Background: an optimization exercise with open tools, aiming at small area, a short achievable clock period and few clock cycles. Do not read the settings as production practice.
Function was not checked in any run shown here: the RTL went through the layout flow alone.
Power and IR drop assume default switching activity.

## flow/design.v (module list and top-level ports; edited modules follow where they fit)
// module multipler_16x16: 14 lines
// module multipler_top: 2256 lines
module multipler_top #(
    parameter integer DATA_LENGTH       = 64,
    parameter integer BLOCK_LENGTH      = 16,
    parameter integer LENGTH            = 16
) (
    input  logic                        clk_i,
    input  logic                        rst_ni,
    input  logic                        start_i,
    output logic                        busy_o,
    output logic                        finish_o,
    input  logic [DATA_LENGTH-1:0]      indata_a_i,
    input  logic [DATA_LENGTH-1:0]      indata_b_i,
    output logic [DATA_LENGTH*2-1:0]    outdata_r_o
);
  // ...
==> flow/run.sh <==
#!/bin/bash
# synth_recipe.tcl (not shown) runs the flow's synth.tcl, then flattens the netlist and writes it again
# the make line also repeats each setting of config.mk as NAME=value (left out here)
make -C /OpenROAD-flow-scripts/flow DESIGN_CONFIG=/design/flow/config.mk WORK_HOME=/design/flow/orfs CLKGATE_MAP_FILE= SYNTH_SCRIPT=/design/flow/synth_recipe.tcl finish
==> flow/config.mk <==
export PLATFORM = sky130hd
export DESIGN_NAME = multipler_top
export DESIGN_NICKNAME = multipler_top
export VERILOG_FILES = /design/flow/design.v
export SDC_FILE = /design/flow/constraint.sdc
export NUM_CORES = 4
export LEC_CHECK = 0
export CAP_MARGIN = 20
export CORE_MARGIN = 2
export CORE_UTILIZATION = 45
export SETUP_SLACK_MARGIN = 5
export SLEW_MARGIN = 20
==> flow/constraint.sdc <==
create_clock -name core_clock -period 10.0 [get_ports {clk_i}]
set_input_delay 2.0000 -clock core_clock [delete_from_list [all_inputs] [get_ports {clk_i}]]
set_output_delay 2.0000 -clock core_clock [all_outputs]
set_load 0.01 [all_outputs]
==> results.toml, run 1 <==
[outcome]
status = "complete, no violations"

[detailed_routing]
drt_pass1_iterations = 5
route.met2.wl_mm = 35.7
dr_wl_met3_mm = 4.22

[global_route]
antenna_found_initial = 2

[layout]
seq_share = 0.205
mostFrequentLayoutCells = "fa_1, inv_1, nand2_1"
nFillCells = 5155
clockNetworkAreaShare = 0.0421
drive_above_1_share = 0.0571

[critical_path]
arrival_ps = 2420
slowest_stage = "buf_4"
startpoint_type = "flop"
rr_worst_depth = 10
r2r_slack_ps = 5790
path_class = "reg -> out"

[place]
dp.cells = 3435
io_buffers = 260

[cts]
cts_resized = 0
clock_path_buffers = 3
cts-buffers-inserted = 38

[synthesis]
synth_fa_ha_area_frac = 0.435
synth_nets = 3212
synth_common_cells = "fa_1, inv_1, nand2_1, and2_1, dfxtp_1"
yosysTopAreaCell = "fa_1"

[power_and_ir_drop]
p_clk_frac = 0.160
p_switching_mw = 4.02

[timing]
rsz0062_at_grt = "no"
worst_slack_ps = 5580

[die]
rows = 87
die_h_um = 243

[hold_path]
hold_path.class = "reg -> reg"
==> inputs of run 2 (changes only) <==
--- a/flow/design.v
+++ b/flow/design.v
@@ -2252,17 +2252,17 @@
 assign pa_G_7[70] = pa_G_6[70] | (pa_P_6[70] & pa_G_6[63]);
 assign pa_P_7[70] = pa_P_6[70] & pa_P_6[63];
 assign pa_G_7[71] = pa_G_6[71] | (pa_P_6[71] & pa_G_6[63]);
 assign pa_P_7[71] = pa_P_6[71] & pa_P_6[63];
 assign full_sum = pa_p0 ^ {pa_G_7[70:0], cy_q};
 always_ff @(posedge clk_i) begin
     a_q  <= st_idle ? indata_a_i : a_q;
     b_q  <= st_idle ? indata_b_i : {low_sum[K-1:0], b_q[63:K]};
-    dig  <= st_idle ? indata_b_i[K-1:0] : b_q[2*K-1:K];
+    dig  <= st_idle ? indata_b_i[K-1:0] : (st_run ? b_q[2*K-1:K] : dig);   
     s_q  <= st_cpa ? full_sum[W-1:K] : (st_run ? csa_s[W-1:K] : 64'd0);
     c_q  <= st_run ? csa_c[W-1:K] : 64'd0;
     ls_q <= st_run ? csa_s[K-1:0] : {K{1'b0}};
     lc_q <= st_run ? csa_c[K-1:0] : {K{1'b0}};
     cy_q <= st_run & low_sum[K];
 end
 assign busy_o      = st_run | st_cpa;
 assign finish_o    = st_fin;
==> results.toml, run 2 <==
[synthesis]
yosysTopAreaCell = "fa_1"
yosys.cell_types.count = 47
synth_nets = 3234
synth_edf_count = 72
synth.area.top_cells = "fa_1, dfxtp_1, edfxtp_1"
netlist_area_mm2 = 0.0259
synth_flop_cell = "dfxtp_1"
syn_inst = 2513
yosysWarnings = 1
ys_ff_latch = 286
synth_most_common_cell = "fa_1"
async_reset_ff_frac = 0
netlist.area_leader.share = 0.388
yosysSeqAreaShare = 0.249
synth_common_cells = "fa_1, inv_1, nand2_1, and2_1, dfxtp_1"
synth.avg_cell_area_um2 = 10.3

[critical_path]
critPathCaptureType = "flop"
rr_worst_depth = 13
slowest_delay_ps = 860
r2r-end = "s_q[60]$_DFF_P_"
arrival_ps = 4970
startpoint_type = "flop"
regToRegStartpoint = "ls_q[0]$_SDFF_PN0_"
cp.required_ps = 10510
r2r_slack_ps = 5540
crit_fanout = 5
path_class = "reg -> reg"
slowest_stage = "o41ai_2"
path_cells = "inv_1, fa_1, inv_1, fa_1, a211oi_1, o21bai_1, o211ai_1, a31oi_1, a21oi_1, o41ai_2, a41oi_1, or4_1, nand3_1"

[cts]
cts.sinks = 286
cts-buffers-inserted = 37
cts_setup_buffers = 0
path_clk_slew_ps = 60
clock_path_buffers = 3
htreeDepth = 2
cts_tree = "yes"
clock_latency_ps = 570
cts_root_buf = "clkbuf_16"
cts_hold_buffers = 0
cts_resized = 0

[timing]
slew_viol_final = 0
worstMarginPinSlew_ps = 1080
relSlewSlack = 0.283
final-setup-viol-count = 0
fin_crit_ps = 4460
tns_ps = 0
fin_crit_sh = 0.446
finalClockSkew_ps = 24.4
hold_viol_final = 0
fmax_mhz = 224
rsz0062_at_grt = "no"
whs_ps = 421

[die]
die_w_um = 244
die_h_um = 244
rows = 87
start_util = 0.457
pin_count = 261
die_area_mm2 = 0.0594
coreArea_mm2 = 0.0566

[place]
dp_hpwl_mm = 53.0
dpl_cell_area_mm2 = 0.0292
dp.cells = 3455
io_buffers = 260
place_congestion = 0.866

[power_and_ir_drop]
total_power_mw = 8.62
p_switching_mw = 3.89
power_density_mw_per_mm2 = 283
internal_power_mw = 4.73
comb_power_share = 0.629
switching_share = 0.452
p_clk_frac = 0.165
seq_power_share = 0.206
vdd.ir_drop.worst_mv = 0.130
p_leak_nw = 14.2

[layout]
syn_to_final_growth_pct = 17.9
stdcell_count = 3522
fin_area_mm2 = 0.0305
reg.largest.list = "a_q: 64 flops, b_q: 64 flops, s_q: 64 flops"
nets = 3459
drive_above_1_share = 0.0492
mostFrequentLayoutCells = "fa_1, inv_1, nand2_1"
layout_commonest_cell = "fa_1"

[hold_path]
hold_path_startpoint = "cnt_q[0]$_SDFF_PN0_"
holdPathStages = 1
holdPathEnd = "cnt_q[0]$_SDFF_PN0_"
hold_path.class = "reg -> reg"

[detailed_routing]
drtIter0Drc = 990
drc = 0
routed_via_density = 5.12
wire_per_inst_um = 20.5
drt_wl_total_mm = 72.0
drt_pass1_iterations = 5
antenna_left = 0
num_vias = 18000

[global_route]
grt_pass1_wl_mm = 115
grt_use_total = 0.251
grt_pass1_vias = 20300
grt_max_degree = 76
antenna_found_initial = 1
grt_overflow = 0

[job]
drv.max_cap_violation_count = 0

[outcome]
status = "complete, no violations"
==> run 2: changes by cell type in the layout (fill, tap and decap cells not counted), sizes merged, moves of 5 or more <==
cell / change
edfxtp: +8
clkinv: -12
o21ai: +7
xor2: -6
nand2: -10
clkbuf: +7
nor2: +7
nor3: +5
and4: -6
a211oi: +5
==> run 2: routing by layer <==
layer,global-route usage,vias to the layer above,share of wire
li1,-,8046,-
met1,0.335,9327,0.43
met2,0.425,556,0.49
met3,0.0435,109,0.058
met4,0.0660,0,0.024
met5,0,-,0
==> run 2: cell type report <==
class / count / area (µm²)
flip-flops and latches: 286 / 6450
fillers: 5076 / 26100
well taps: 756 / 946
repair buffers: 274 / 2710
inverters: 474 / 1780
diodes: 1 / 2.50
clock inverters: 12 / 188
clock buffers: 54 / 1090
multi-input cells: 1665 / 17300
==> run 2: worst max path at each step <==
stage | from | endpoint | slack (ps) | cells after the start
floorplan | dig[1]$_DFFE_PP_ | s_q[39]$_DFF_P_ | 6260 | 11
global placement | ls_q[0]$_SDFF_PN0_ | s_q[60]$_DFF_P_ | 5670 | 13
detailed placement | ls_q[0]$_SDFF_PN0_ | s_q[60]$_DFF_P_ | 5560 | 13
CTS | ls_q[0]$_SDFF_PN0_ | s_q[60]$_DFF_P_ | 5530 | 13
global route | ls_q[0]$_SDFF_PN0_ | s_q[60]$_DFF_P_ | 5260 | 13
finish | ls_q[0]$_SDFF_PN0_ | s_q[60]$_DFF_P_ | 5540 | 13
==> run 2: critical path, delay by kind of cell, from the launching register on <==
family                     cells  cell delay (ps)
AOI/OAI and AO/OA              7             2660
adders and majority gates      2              660
and+or+nand+nor                2              600
DFF                            1              310
buffers and inverters          2              150
==> run 2: cell families after synthesis <==
group	count (synthesis)	synth area share
compound gates	214	0.0517
xor+xnor	54	0.0183
fa+ha+maj	590	0.431
buf+inv	562	0.0815
flops	286	0.249
mux	57	0.0248
simple gates	750	0.143
==> run 2: metrics by stage <==
stage	setup WS, ps	util
2_1_floorplan	6260	-
3_3_place_gp	5670	0.516
3_5_place_dp	5560	0.516
4_1_cts	5530	0.539
5_1_grt	5260	0.539
6_report	5540	0.539
==> run 2: power groups by stage <==
| stage | registers, mW | logic [mW] | clock network (mW) |
|---|---|---|---|
| after floorplan | 1.68 | 3.84 | 0 |
| after global placement | 1.81 | 5.30 | 0 |
| after detailed placement | 1.80 | 5.46 | 0 |
| after CTS | 1.78 | 5.51 | 1.46 |
| after global routing | 1.81 | 6.40 | 1.50 |
| final | 1.78 | 5.42 | 1.42 |
==> inputs of run 3 (changes only) <==
==> flow/flow/run.sh (new file) <==
#!/bin/bash
set -euo pipefail
MARGIN=$(cat flow/margin.txt)
{
  echo "include $(pwd)/config.mk"
  echo "export SETUP_SLACK_MARGIN = $MARGIN"
} > margin_config.mk
sed "s#DESIGN_CONFIG=[^ ]*#DESIGN_CONFIG=$(pwd)/margin_config.mk#" standard.sh > standard_margin.sh
bash standard_margin.sh > standard.log 2>&1
==> flow/flow/margin.txt (new file) <==
6.5
==> flow/standard.sh (new file) <==
#!/bin/bash
# synth_recipe.tcl (not shown) runs the flow's synth.tcl, then flattens the netlist and writes it again
# the make line also repeats each setting of config.mk as NAME=value (left out here)
make -C /OpenROAD-flow-scripts/flow DESIGN_CONFIG=/design/flow/config.mk WORK_HOME=/design/flow/orfs CLKGATE_MAP_FILE= SYNTH_SCRIPT=/design/flow/synth_recipe.tcl "${@:-finish}"
--- a/flow/config.mk
+++ b/flow/config.mk
@@ -10,3 +10,2 @@
 export CORE_UTILIZATION = 45
-export SETUP_SLACK_MARGIN = 5
 export SLEW_MARGIN = 20
removed: flow/run.sh
==> results.toml, run 3 <==
[synthesis]
netlist.area_leader.share = 0.388
synth.avg_cell_area_um2 = 10.3
synth_common_cells = "fa_1, inv_1, nand2_1, and2_1, dfxtp_1"
syn_inst = 2513
async_reset_ff_frac = 0
yosysTopAreaCell = "fa_1"
synth_flop_cell = "dfxtp_1"
yosysSeqAreaShare = 0.249
netlist_area_mm2 = 0.0259
yosys.cell_types.count = 47
synth_edf_count = 72
ys_ff_latch = 286
synth.area.top_cells = "fa_1, dfxtp_1, edfxtp_1"
synth_nets = 3234
yosysWarnings = 1
synth_most_common_cell = "fa_1"

[critical_path]
arrival_ps = 4330
regToRegStartpoint = "dig[2]$_DFFE_PP_"
path_delay_family = "adder cells"
cp.required_ps = 10440
path_class = "reg -> reg"
slowest_delay_ps = 570
crit_buf_inv = 4
rr_worst_depth = 12
r2r_slack_ps = 6110
startpoint_type = "flop"
path_cells = "buf_4, buf_16, and2_1, fa_1, fa_2, inv_1, fa_2, fa_1, inv_1, fa_1, nand2_1, o21ai_0"
critPathCaptureType = "flop"
crit_fanout = 16
crit_top_cell = "fa_1"
slowest_stage = "fa_2"
r2r-end = "s_q[10]$_DFF_P_"

[layout]
syn_to_final_growth_pct = 20.3
drive_above_1_share = 0.112
layout_commonest_cell = "inv_1"
reg.largest.list = "a_q: 64 flops, b_q: 64 flops, s_q: 64 flops"
num_antenna_cells = 0
nets = 3474
mostFrequentLayoutCells = "inv_1, fa_1, nand2_1"
fin_area_mm2 = 0.0311

[hold_path]
hold_path_startpoint = "cnt_q[0]$_SDFF_PN0_"
holdPathEnd = "cnt_q[0]$_SDFF_PN0_"
hold_path.class = "reg -> reg"
holdPathStages = 1

[place]
place_congestion = 0.859
dp_hpwl_mm = 52.6
io_buffers = 260
dpl_cell_area_mm2 = 0.0294

[global_route]
grt_use_total = 0.257
grt_overflow = 0
grt_pass1_vias = 20800
antenna_found_initial = 1
grt_pass1_wl_mm = 117
grt_max_degree = 133

[power_and_ir_drop]
vdd.ir_drop.worst_mv = 0.159
power_density_mw_per_mm2 = 285
p_leak_nw = 14.7

[detailed_routing]
antenna_left = 0
drc = 0
wire_per_inst_um = 20.8
drtIter0Drc = 1128
num_vias = 18400
drt_pass1_iterations = 5
drt_wl_total_mm = 73.8
routed_via_density = 5.20

[die]
die_h_um = 244
pin_count = 261
die_area_mm2 = 0.0594
die_w_um = 244
rows = 87
coreArea_mm2 = 0.0566
start_util = 0.457

[timing]
fmax_mhz = 257
final-setup-viol-count = 0
tns_ps = 0
slew_viol_final = 0
fin_crit_ps = 3890
fin_crit_sh = 0.389
finalClockSkew_ps = 16.3
relSlewSlack = 0.284
rsz0062_at_grt = "yes"
hold_viol_final = 0
worstMarginPinSlew_ps = 1070

[cts]
clock_path_buffers = 3
cts_root_buf = "clkbuf_16"
htreeDepth = 2
cts_tree = "yes"
cts-buffers-inserted = 39
cts_hold_buffers = 0
path_clk_slew_ps = 60
clock_latency_ps = 570
cts.sinks = 286

[job]
drv.max_cap_violation_count = 0

[outcome]
status = "complete, no violations"
run 3: changes by cell type in the layout (fill, tap and decap cells not counted), sizes merged, moves of 3 or more:
cell           previous run  this run
buf                      14        25
dlygate4sd2               0        91
clkdlybuf4s50           260       156
clkbuf                   54        57
dlymetal6s2s              0        12
clkinv                    3        11
bufinv                    4         1
run 3: worst max path at each step:
stage,start,to,slack [ps],cells after the start
final,dig[2]$_DFFE_PP_,s_q[10]$_DFF_P_,6110,12
after floorplan,dig[0]$_DFFE_PP_,s_q[39]$_DFF_P_,6400,11
after global routing,dig[2]$_DFFE_PP_,s_q[31]$_DFF_P_,6020,11
after detailed placement,ls_q[0]$_SDFF_PN0_,s_q[47]$_DFF_P_,5630,14
after global placement,ls_q[0]$_SDFF_PN0_,s_q[54]$_DFF_P_,5820,14
after CTS,dig[2]$_DFFE_PP_,s_q[25]$_DFF_P_,6150,11
run 3: kinds of logic (layout without fill, tap and decap cells):
group                    after synthesis  after routing  synth area share
AND/OR/NAND/NOR                      750            750             0.143
adder cells (fa/ha/maj)              590            590             0.431
buffers and inverters                562            833            0.0815
flip-flops                           286            286             0.249
AO/OA/AOI/OAI                        214            214            0.0517
multiplexers                          57             57            0.0248
XOR/XNOR                              54             54            0.0183
run 3: metrics by stage:
stage,setup slack [ps],total power [mW],util,std cells,hold slack (ps)
after detailed placement,5630,7.42,0.519,3454,416
after global placement,5820,7.32,0.519,3454,406
after global routing,6020,10.0,0.550,3540,439
after floorplan,6400,5.61,-,2513,396
after CTS,6150,8.93,0.544,3529,424
final,6110,8.86,0.550,3540,417
run 3: area by class of cell:
| type | instances | area (µm²) |
|---|---|---|
| tap | 756 | 946 |
| inverter | 474 | 1780 |
| multi-input combinational | 1665 | 17700 |
| clock inverter | 17 | 168 |
| clock buffer | 55 | 1160 |
| fill | 5114 | 25500 |
| sequential | 286 | 6520 |
| timing repair buffer | 287 | 2860 |
run 3: report_power, final:
group	leakage [nW]	switching [mW]	internal (mW)
Clock	0.656	0.585	0.848
Sequential	2.52	0.325	1.47
Combinational	11.6	3.14	2.49
run 3: metal layers:
layer	GRT usage	wire (µm)
met4	0.0699	1880
met2	0.431	35300
met3	0.0451	5640
met1	0.344	31000
met5	0	0
run 3: timing repair:
item,in CTS,in global routing
gates cloned,0,2
setup endpoints to repair,219,136
setup buffers,3,9
hold endpoints to repair,0,0
gates resized for setup,160,72
pin swaps,5,22

afterwards: timing with drivers on the ports:
How much do the figures lean on ideal ports? The routed layouts below were timed once more, with nothing changed but the port constraints. Step 1 (the two cells are an assumption about what drives the block):
set clk [get_ports {clk_i}]
set_driving_cell -lib_cell sky130_fd_sc_hd__clkbuf_16 $clk
set_driving_cell -lib_cell sky130_fd_sc_hd__buf_2 [delete_from_list [all_inputs] $clk]
Step 2 moves the port delays by t, midway between the first and last clock arrival at a register: inputs arrive t later, outputs are due t later. That takes back most of the time a late clock gives input paths. Slacks: no drivers / after step 1 / after step 2; pairs: no drivers / after step 1.
run	shift t [ns]	setup slack, ns	latest minus earliest clock arrival (ns)	pins driven straight from the clock port
run 1	0.629	5.576 / 5.516 / 5.790	0.018 / 0.018	1
run 2	0.627	5.539 / 5.539 / 5.539	0.028 / 0.027	1
run 3	0.627	6.113 / 6.113 / 6.113	0.017 / 0.017	1
After both steps setup and hold are still met in every run listed.
